Context: an optimization exercise on an open-source flow, tuned for small area. The choices shown serve that exercise and are no tape-out recipe.
Where RTL was checked, it was by simulation tests only, not by an equivalence proof against the original.

## Ascon_Encryption_upper
module Ascon_Encryption_upper(clk,rst,Encryption,C,T,Decryption,Hashing,K,N,A,P,Tin);
For scale: ~4,500 cells after synthesis, ~590 flip-flops.
Settings: LEC_CHECK=0, CAP_MARGIN=20, CORE_MARGIN=2, CORE_UTILIZATION=30, PLACE_DENSITY=0.45, SLEW_MARGIN=20; clock period 10.0 ns.
run.sh (not shown) runs the stock make flow with config.mk's settings and CLKGATE_MAP_FILE= SYNTH_SCRIPT=/design/flow/synth_recipe.tcl, a recipe that flattens the netlist after the stock synthesis.
Change:
==> flow/flow/run.sh (new file) <==
#!/bin/bash
set -euo pipefail
W=$(pwd)
export FLOW_WORK="$W"
export MY_ABC_SCRIPT="$W/flow/abc_area.script"
export BUFFER_PORTS_ARGS="-buffer_cell sky130_fd_sc_hd__buf_1"
export PLACE_PINS_ARGS="-min_distance 1 -min_distance_in_tracks"
bash standard.sh SYNTH_SCRIPT="$W/flow/synth.tcl" \
  "BUFFER_PORTS_ARGS=-buffer_cell sky130_fd_sc_hd__buf_1" \
  "PLACE_PINS_ARGS=-min_distance 1 -min_distance_in_tracks" finish > "$W/flow_standard.log" 2>&1
==> flow/flow/abc_area.script (new file) <==
&get -n
&st
&dch
&nf -R 1000
&put
topo
==> flow/flow/synth.tcl (new file) <==
proc abc {args} {
  set i [lsearch -exact $args -script]
  if {$i >= 0} { set args [lreplace $args $i [expr {$i+1}] -script $::env(MY_ABC_SCRIPT)] }
  yosys abc {*}$args
}
source $::env(FLOW_WORK)/synth_recipe.tcl
==> flow/standard.sh (new file) <==
#!/bin/bash
# synth_recipe.tcl (not shown) runs the flow's synth.tcl, then flattens the netlist and writes it again
# the make line also repeats each setting of config.mk as NAME=value (left out here)
make -C /OpenROAD-flow-scripts/flow DESIGN_CONFIG=/design/flow/config.mk WORK_HOME=/design/flow/orfs CLKGATE_MAP_FILE= SYNTH_SCRIPT=/design/flow/synth_recipe.tcl "${@:-finish}"
Settings changed: CORE_UTILIZATION 30 to 45, PLACE_DENSITY 0.45 to 0.6.
removed: flow/run.sh
The changed run produced a clean layout.
Wire length went down by 37%.
Non-clock buffer count is lower by 98.
Area after synthesis decreases by 9.5%.

Ascon_Encryption_upper again, from the RTL that the note above started with.
Settings: LEC_CHECK=0, CAP_MARGIN=20, CORE_MARGIN=2, CORE_UTILIZATION=60, PLACE_DENSITY=0.7, SLEW_MARGIN=20; clock period 10.0 ns.
standard.sh (not shown) runs the stock make flow with config.mk's settings and CLKGATE_MAP_FILE= SYNTH_SCRIPT=/design/flow/synth_recipe.tcl, a recipe that flattens the netlist after the stock synthesis.
==> flow/flow/run.sh <==
#!/bin/bash
set -euo pipefail
W=$(pwd)
export FLOW_WORK="$W"
export MY_ABC_SCRIPT="$W/flow/abc_area.script"
export BUFFER_PORTS_ARGS="-buffer_cell sky130_fd_sc_hd__buf_1"
bash standard.sh SYNTH_SCRIPT="$W/flow/synth.tcl" \
  "BUFFER_PORTS_ARGS=-buffer_cell sky130_fd_sc_hd__buf_1" finish > "$W/flow_standard.log" 2>&1
==> flow/flow/abc_area.script <==
&get -n
&st
&dch
&nf -R 1000
&put
topo
==> flow/flow/synth.tcl <==
proc abc {args} {
  set i [lsearch -exact $args -script]
  if {$i >= 0} { set args [lreplace $args $i [expr {$i+1}] -script $::env(MY_ABC_SCRIPT)] }
  yosys abc {*}$args
}
source $::env(FLOW_WORK)/synth_recipe.tcl
The first run did not get past I/O pin placement, error PPL-0024.
Edit:
==> flow/flow/run.sh (replaced) <==
#!/bin/bash
set -euo pipefail
W=$(pwd)
export FLOW_WORK="$W"
export MY_ABC_SCRIPT="$W/flow/abc_area.script"
export BUFFER_PORTS_ARGS="-buffer_cell sky130_fd_sc_hd__buf_1"
export PLACE_PINS_ARGS="-min_distance 1 -min_distance_in_tracks"
bash standard.sh SYNTH_SCRIPT="$W/flow/synth.tcl" \
  "BUFFER_PORTS_ARGS=-buffer_cell sky130_fd_sc_hd__buf_1" \
  "PLACE_PINS_ARGS=-min_distance 1 -min_distance_in_tracks" finish > "$W/flow_standard.log" 2>&1
--- a/flow/config.mk
+++ b/flow/config.mk
@@ -9,4 +9,5 @@
 export CORE_MARGIN = 2
-export CORE_UTILIZATION = 60
-export PLACE_DENSITY = 0.7
+export CORE_UTILIZATION = 45
+export CTS_BUF_LIST = sky130_fd_sc_hd__clkbuf_4 sky130_fd_sc_hd__clkbuf_8
+export PLACE_DENSITY = 0.6
 export SLEW_MARGIN = 20
Result:
- The new run produced a clean layout
- synthesized area stays the same
- synthesized cell count is unchanged
Edit:
--- a/flow/config.mk
+++ b/flow/config.mk
@@ -9,5 +9,4 @@
 export CORE_MARGIN = 2
-export CORE_UTILIZATION = 45
-export CTS_BUF_LIST = sky130_fd_sc_hd__clkbuf_4 sky130_fd_sc_hd__clkbuf_8
-export PLACE_DENSITY = 0.6
+export CORE_UTILIZATION = 60
+export PLACE_DENSITY = 0.7
 export SLEW_MARGIN = 20
Outcome: With this change the flow died in global routing on GRT-0116. Synthesized area is unchanged. Synthesized cell count is unchanged.

Ascon_Encryption_upper, a different RTL version from the one above (not shown whole).
Size: ~3900 cells after synthesis, roughly 590 flip-flops, ~0.039 mm² of cells after synthesis.
==> flow/config.mk <==
export PLATFORM = sky130hd
export DESIGN_NAME = Ascon_Encryption_upper
export DESIGN_NICKNAME = Ascon_Encryption_upper
export VERILOG_FILES = /design/flow/design.v
export SDC_FILE = /design/flow/constraint.sdc
export NUM_CORES = 4
export LEC_CHECK = 0
export CAP_MARGIN = 20
export CORE_MARGIN = 2
export CORE_UTILIZATION = 45
export CTS_BUF_LIST = sky130_fd_sc_hd__clkbuf_16
export CTS_CLUSTER_DIAMETER = 100
export CTS_CLUSTER_SIZE = 24
export GPL_TIMING_DRIVEN = 0
export PLACE_DENSITY = 0.6
export SLEW_MARGIN = 20
==> flow/constraint.sdc <==
create_clock -name core_clock -period 10.0 [get_ports {clk}]
set_input_delay 2.0000 -clock core_clock [delete_from_list [all_inputs] [get_ports {clk}]]
set_output_delay 2.0000 -clock core_clock [all_outputs]
set_load 0.01 [all_outputs]
==> flow/flow/run.sh <==
#!/bin/bash
set -euo pipefail
W=$(pwd)
export FLOW_WORK="$W"
export MY_ABC_SCRIPT="$W/flow/abc_area.script"
export BUFFER_PORTS_ARGS="-buffer_cell sky130_fd_sc_hd__buf_1"
export PLACE_PINS_ARGS="-min_distance 1 -min_distance_in_tracks"
bash standard.sh SYNTH_SCRIPT="$W/flow/synth.tcl" \
  "BUFFER_PORTS_ARGS=-buffer_cell sky130_fd_sc_hd__buf_1" \
  "PLACE_PINS_ARGS=-min_distance 1 -min_distance_in_tracks" finish > "$W/flow_standard.log" 2>&1
Scripts as last shown in full above: flow/flow/abc_area.script, flow/flow/synth.tcl
Then changed:
- GPL_TIMING_DRIVEN: 0 -> default
Result: The changed run went through all stages and came out clean; area after synthesis stays the same; fmax drops by 1.7%; register-to-register slack gets better by 150 ps; non-clock buffer count went up by 4; design area came out lower by 1.7%; flip-flop and latch count is unchanged; utilization went down by 1.0 points; via count goes up by 2.0%.
No functional check of the RTL was part of any run of this note.

The RTL this note starts from:
==> flow/design.v <==
module PCaddconstant(r, c);
    input [3:0] r;
    output [7:0] c;
    assign c = {~r, r};
endmodule
module PSsubstitutionlayer(sin, sout);
    input [319:0] sin;
    output [319:0] sout;
    wire [63:0] x0 = sin[319:256], x1 = sin[255:192], x2 = sin[191:128],
                x3 = sin[127:64], x4 = sin[63:0];
    wire [63:0] a0 = x0 ^ x4, a1 = x1, a2 = x2 ^ x1, a3 = x3, a4 = x4 ^ x3;
    wire [63:0] c0 = a0 ^ (~a1 & a2);
    wire [63:0] c1 = a1 ^ (~a2 & a3);
    wire [63:0] c2 = a2 ^ (~a3 & a4);
    wire [63:0] c3 = a3 ^ (~a4 & a0);
    wire [63:0] c4 = a4 ^ (~a0 & a1);
    assign sout = {c0 ^ c4, c1 ^ c0, ~c2, c3 ^ c2, c4};
endmodule
module PLlineardiffusion(sin, sout);
    input [319:0] sin;
    output [319:0] sout;
    wire [63:0] x0 = sin[319:256], x1 = sin[255:192], x2 = sin[191:128],
                x3 = sin[127:64], x4 = sin[63:0];
    wire [63:0] b0 = x0 ^ {x0[18:0], x0[63:19]} ^ {x0[27:0], x0[63:28]};
    wire [63:0] b1 = x1 ^ {x1[60:0], x1[63:61]} ^ {x1[38:0], x1[63:39]};
    wire [63:0] b2 = x2 ^ {x2[0:0],  x2[63:1]}  ^ {x2[5:0],  x2[63:6]};
    wire [63:0] b3 = x3 ^ {x3[9:0],  x3[63:10]} ^ {x3[16:0], x3[63:17]};
    wire [63:0] b4 = x4 ^ {x4[6:0],  x4[63:7]}  ^ {x4[40:0], x4[63:41]};
    assign sout = {b0, b1, b2, b3, b4};
endmodule
module Permutation(sin, sout);
    input [319:0] sin;
    output [319:0] sout;
    wire [319:0] d;
    PSsubstitutionlayer P2(sin, d);
    PLlineardiffusion P3(d, sout);
endmodule
module counter(clk, rst, count);
    input clk, rst;
    output reg [6:0] count;
    always @(posedge clk)
        if (rst)
            count <= 7'd1;
        else if (count != 7'd101)
            count <= count + 7'd1;
endmodule
module Ascon_Encryption(count, Encryption, Decryption, Hashing, z,
                        ld, sA, sP, sPad, drep, kK, kF, kT, dsep, byp, clr, en, six);
    input [6:0] count;
    input Encryption, Decryption, Hashing, z;
    output ld, sPad, drep, kK, kF, kT, dsep, byp, clr, six;
    output [3:0] sA, sP, en;
    wire aead = Encryption | Decryption;
    wire [6:0] c = count;
    assign ld    = c == 7'd1;
    assign sA[0] = aead & (c == 7'd13);
    assign sA[1] = aead & (c == 7'd19);
    assign sA[2] = aead & (c == 7'd25);
    assign sA[3] = aead & (c == 7'd31);
    assign sP[0] = aead & (c == 7'd43) | Hashing & ld;
    assign sP[1] = aead & (c == 7'd49) | Hashing & (c == 7'd13);
    assign sP[2] = aead & (c == 7'd55) | Hashing & (c == 7'd25);
    assign sP[3] = aead & (c == 7'd61) | Hashing & (c == 7'd37);
    assign sPad  = aead & ((c == 7'd37) | (c == 7'd67)) | Hashing & (c == 7'd49);
    assign drep  = Decryption & ((c == 7'd43) | (c == 7'd49) | (c == 7'd55) | (c == 7'd61));
    assign kK    = aead & ((c == 7'd13) | (c == 7'd79));
    assign kF    = aead & (c == 7'd67);
    assign kT    = aead & ((c == 7'd80) | (c == 7'd81));
    assign dsep  = aead & (c == 7'd43);
    assign byp   = (c >= 7'd97) | aead & (c >= 7'd79);
    assign clr   = Decryption & (c == 7'd81) & z;
    assign en[0] = aead & (c == 7'd43) | Hashing & (c == 7'd61) | clr;
    assign en[1] = aead & (c == 7'd49) | Hashing & (c == 7'd73) | clr;
    assign en[2] = aead & (c == 7'd55) | Hashing & (c == 7'd85) | clr;
    assign en[3] = aead & (c == 7'd61) | Hashing & (c == 7'd97) | clr;
    assign six   = aead & (c >= 7'd12) & (c < 7'd66);
endmodule
module Ascon_Encryption_upper(clk,rst,Encryption,C,T,Decryption,Hashing,K,N,A,P,Tin);
    input clk, rst, Encryption, Decryption, Hashing;
    input [127:0] K, N, Tin;
    input [255:0] A, P;
    output reg [255:0] C;
    output reg [127:0] T;
    localparam [63:0]  IV  = 64'h80400c0600000000;
    localparam [63:0]  PAD = 64'h8000000000000000;
    localparam [319:0] HIV = 320'hee9398aadb67f03d8bb21831c60f1002b48a92db98d5da6243189921b8f8e3e8348fa5c9d525e140;
    wire [6:0] count;
    counter c1(clk, rst, count);
    reg [191:0] sh;
    reg [3:0] r;
    wire z = |T;
    wire ld, sPad, drep, kK, kF, kT, dsep, byp, clr, six;
    wire [3:0] sA, sP, en;
    Ascon_Encryption A1(count, Encryption, Decryption, Hashing, z,
                        ld, sA, sP, sPad, drep, kK, kF, kT, dsep, byp, clr, en, six);
    wire [63:0] din = {64{sA[0]}} & A[255:192] | {64{sA[1]}} & A[191:128] |
                      {64{sA[2]}} & A[127:64]  | {64{sA[3]}} & A[63:0] |
                      {64{sP[0]}} & P[255:192] | {64{sP[1]}} & P[191:128] |
                      {64{sP[2]}} & P[127:64]  | {64{sP[3]}} & P[63:0] |
                      {64{sPad}} & PAD;
    wire [63:0] s0 = sh[191:128], s1 = sh[127:64], s2 = sh[63:0];
    wire [63:0] y  = (s0 & {64{~clr}}) ^ din;
    wire [63:0] u0 = ld ? ((Hashing ? HIV[319:256] : IV) ^ din) : (drep ? din : y);
    wire [63:0] u1 = ld ? (Hashing ? HIV[255:192] : K[127:64]) : s1 ^ ({64{kF}} & K[127:64]);
    wire [63:0] u2 = ld ? (Hashing ? HIV[191:128] : K[63:0])   : s2 ^ ({64{kF}} & K[63:0]);
    wire [63:0] u3 = ld ? (Hashing ? HIV[127:64]  : N[127:64]) :
                     T[127:64] ^ ({64{kK}} & K[127:64] | {64{kT}} & Tin[127:64]);
    wire [63:0] u4 = ld ? (Hashing ? HIV[63:0]    : N[63:0]) :
                     T[63:0] ^ ({64{kK}} & K[63:0] | {64{kT}} & Tin[63:0]) ^ {63'd0, dsep};
    wire [7:0] rc;
    PCaddconstant P1(r, rc);
    wire [319:0] v;
    Permutation P4({u0, u1, u2 ^ {56'd0, rc}, u3, u4}, v);
    always @(posedge clk) begin
        sh <= v[319:128];
        T  <= byp ? {u3, u4} : v[127:0];
        if (rst)
            r <= 4'd0;
        else if (r == 4'd11)
            r <= six ? 4'd6 : 4'd0;
        else
            r <= r + 4'd1;
        if (en[0]) C[255:192] <= y;
        if (en[1]) C[191:128] <= y;
        if (en[2]) C[127:64]  <= y;
        if (en[3]) C[63:0]    <= y;
    end
endmodule
export LEC_CHECK = 0
export CAP_MARGIN = 20
export CORE_MARGIN = 2
export CORE_UTILIZATION = 45
export CTS_BUF_LIST = sky130_fd_sc_hd__clkbuf_8 sky130_fd_sc_hd__clkbuf_16
export CTS_CLUSTER_DIAMETER = 45
export CTS_CLUSTER_SIZE = 28
export PLACE_DENSITY = 0.6
export SLEW_MARGIN = 20
create_clock -name core_clock -period 10.0 [get_ports {clk}]
Scripts as last shown in full above: flow/flow/run.sh, flow/flow/abc_area.script, flow/flow/synth.tcl
Rerun with:
- CTS_CLUSTER_DIAMETER: 45 -> 60
- CTS_CLUSTER_SIZE: 28 -> 20
Outcome:
- final cell count came out lower slightly
- maximum frequency hardly moves
- count of clock-buffer cells in the layout fell by 32
- sequential share of layout area is higher by 0.69 points
- non-clock buffer count increases by 1
- final area drops by a few percent
- wire length barely changes
- core utilization fell by 1.4 points
- setup slack is better by 0.015 ns
No functional check of the RTL was part of any run of this note.

Another version of the RTL of Ascon_Encryption_upper (not shown whole).
For scale: roughly 590 flip-flops, roughly 1300 I/O pins, ~39000 sq um of cells after synthesis.
==> flow/config.mk <==
export PLATFORM = sky130hd
export DESIGN_NAME = Ascon_Encryption_upper
export DESIGN_NICKNAME = Ascon_Encryption_upper
export VERILOG_FILES = /design/flow/design.v
export SDC_FILE = /design/flow/constraint.sdc
export NUM_CORES = 4
export LEC_CHECK = 0
export CAP_MARGIN = 20
export CORE_MARGIN = 2
export CORE_UTILIZATION = 45
export CTS_BUF_LIST = sky130_fd_sc_hd__clkbuf_16
export CTS_CLUSTER_DIAMETER = 80
export CTS_CLUSTER_SIZE = 30
export PLACE_DENSITY = 0.6
export SLEW_MARGIN = 20
==> flow/constraint.sdc <==
create_clock -name core_clock -period 10.0 [get_ports {clk}]
set_input_delay 2.0000 -clock core_clock [delete_from_list [all_inputs] [get_ports {clk}]]
set_output_delay 2.0000 -clock core_clock [all_outputs]
set_load 0.01 [all_outputs]
Scripts as last shown in full above: flow/flow/run.sh, flow/flow/abc_area.script, flow/flow/synth.tcl
==> next run, changes <==
CAP_MARGIN = 0   (was 20)
CTS_CLUSTER_DIAMETER = 100   (was 80)
CTS_CLUSTER_SIZE = 24   (was 30)
SLEW_MARGIN = 0   (was 20)
The new run produced a layout that fails on capacitance limit, slew limit; design area is lower by 1.2%; worst setup slack loses 37 ps; maximum frequency is lower by 0.47%; global-route usage is lower by 0.25 points; die area does not change; synthesized cell count stays the same; final cell count stays flat.
==> next run, changes <==
--- a/flow/flow/run.sh
+++ b/flow/flow/run.sh
@@ -1,0 +2,7 @@
+# Own layout flow: the standard ORFS flow (standard.sh) with these changes:
+#  * IO pins may sit one routing track apart (place_pins -min_distance 1 track), so the
+#    1285 ports do not set the die size;
+#  * the port buffers that placement inserts on every input and output are buf_1 cells;
+#  * floorplan does not size up gates for timing before placement (REMOVE_ABC_BUFFERS=1:
+#    there, unplaced high-fanout nets look slow and make it upsize hundreds of gates).
+# Each tool's full output is in orfs/logs/ (ORFS) and flow_*.log here.
@@ -7,0 +15 @@
+export REMOVE_ABC_BUFFERS=1
@@ -10 +18 @@
-  "PLACE_PINS_ARGS=-min_distance 1 -min_distance_in_tracks" finish > "$W/flow_standard.log" 2>&1
+  "PLACE_PINS_ARGS=-min_distance 1 -min_distance_in_tracks" REMOVE_ABC_BUFFERS=1 finish > "$W/flow_standard.log" 2>&1
CAP_MARGIN = 20   (was 0)
SLEW_MARGIN = 20   (was 0)
After rerunning: The changed run completed with no timing, DRC or antenna violations; die area does not change; worst hold slack stays flat.
==> next run, changes <==
==> flow/flow/run.sh (replaced) <==
#!/bin/bash
set -euo pipefail
W=$(pwd)
export FLOW_WORK="$W"
export MY_ABC_SCRIPT="$W/flow/abc_area.script"
export BUFFER_PORTS_ARGS="-buffer_cell sky130_fd_sc_hd__buf_1"
export PLACE_PINS_ARGS="-min_distance 1 -min_distance_in_tracks"
bash standard.sh SYNTH_SCRIPT="$W/flow/synth.tcl" \
  "BUFFER_PORTS_ARGS=-buffer_cell sky130_fd_sc_hd__buf_1" \
  "PLACE_PINS_ARGS=-min_distance 1 -min_distance_in_tracks" finish > "$W/flow_standard.log" 2>&1
After rerunning: The changed run completed with no timing, DRC or antenna violations; final area stays flat; register-to-register slack is better by 40 ps; maximum frequency shrinks by a few percent; setup slack is worse by 210 ps; die area does not change; synthesized area is unchanged; wire length shrinks slightly.

port drivers added, routing unchanged:
The results above use ideal ports. As a check the final layouts listed here were re-extracted and re-timed, cells and wires unchanged. Step 1 assumes that a clkbuf_16 drives the clock port and a buf_2 every other input. Step 2, shift: input delay + t, output delay - t, t = (earliest + latest rising clock arrival at the registers) / 2. This alone moves slack from input paths to output paths. Slacks: ideal ports / drivers / drivers and shift; pairs: ideal ports / drivers.
run | t (ns) | setup WS [ns] | worst register clock-pin slew, ns
the first run of note 1 | 0.774 | 2.632 / 2.625 / 1.851 | 0.07 / 0.07
the second run of note 1 | 0.716 | 2.440 / 2.483 / 1.767 | 0.07 / 0.07
the second run of note 2 | 0.835 | 2.517 / 2.517 / 1.812 | 0.08 / 0.08
the first run of note 3 | 0.682 | 2.563 / 2.575 / 1.893 | 0.11 / 0.11
the second run of note 3 | 0.746 | 2.437 / 2.446 / 1.700 | 0.12 / 0.12
the first run of note 4 | 0.724 | 2.050 / 2.050 / 1.750 | 0.07 / 0.07
the second run of note 4 | 0.736 | 2.065 / 2.065 / 1.733 | 0.09 / 0.09
the first run of note 5 | 0.700 | 2.190 / 2.236 / 1.536 | 0.12 / 0.12
the second run of note 5 | 0.752 | 2.153 / 2.196 / 1.445 | 0.12 / 0.12
the third run of note 5 | 0.694 | 2.428 / 2.428 / 2.116 | 0.11 / 0.11
the fourth run of note 5 | 0.757 | 2.218 / 2.261 / 1.504 | 0.12 / 0.12
For the first run of note 1, which loses most, drivers alone change the setup slack by -0.007 ns; drivers and shift together by -0.781 ns.
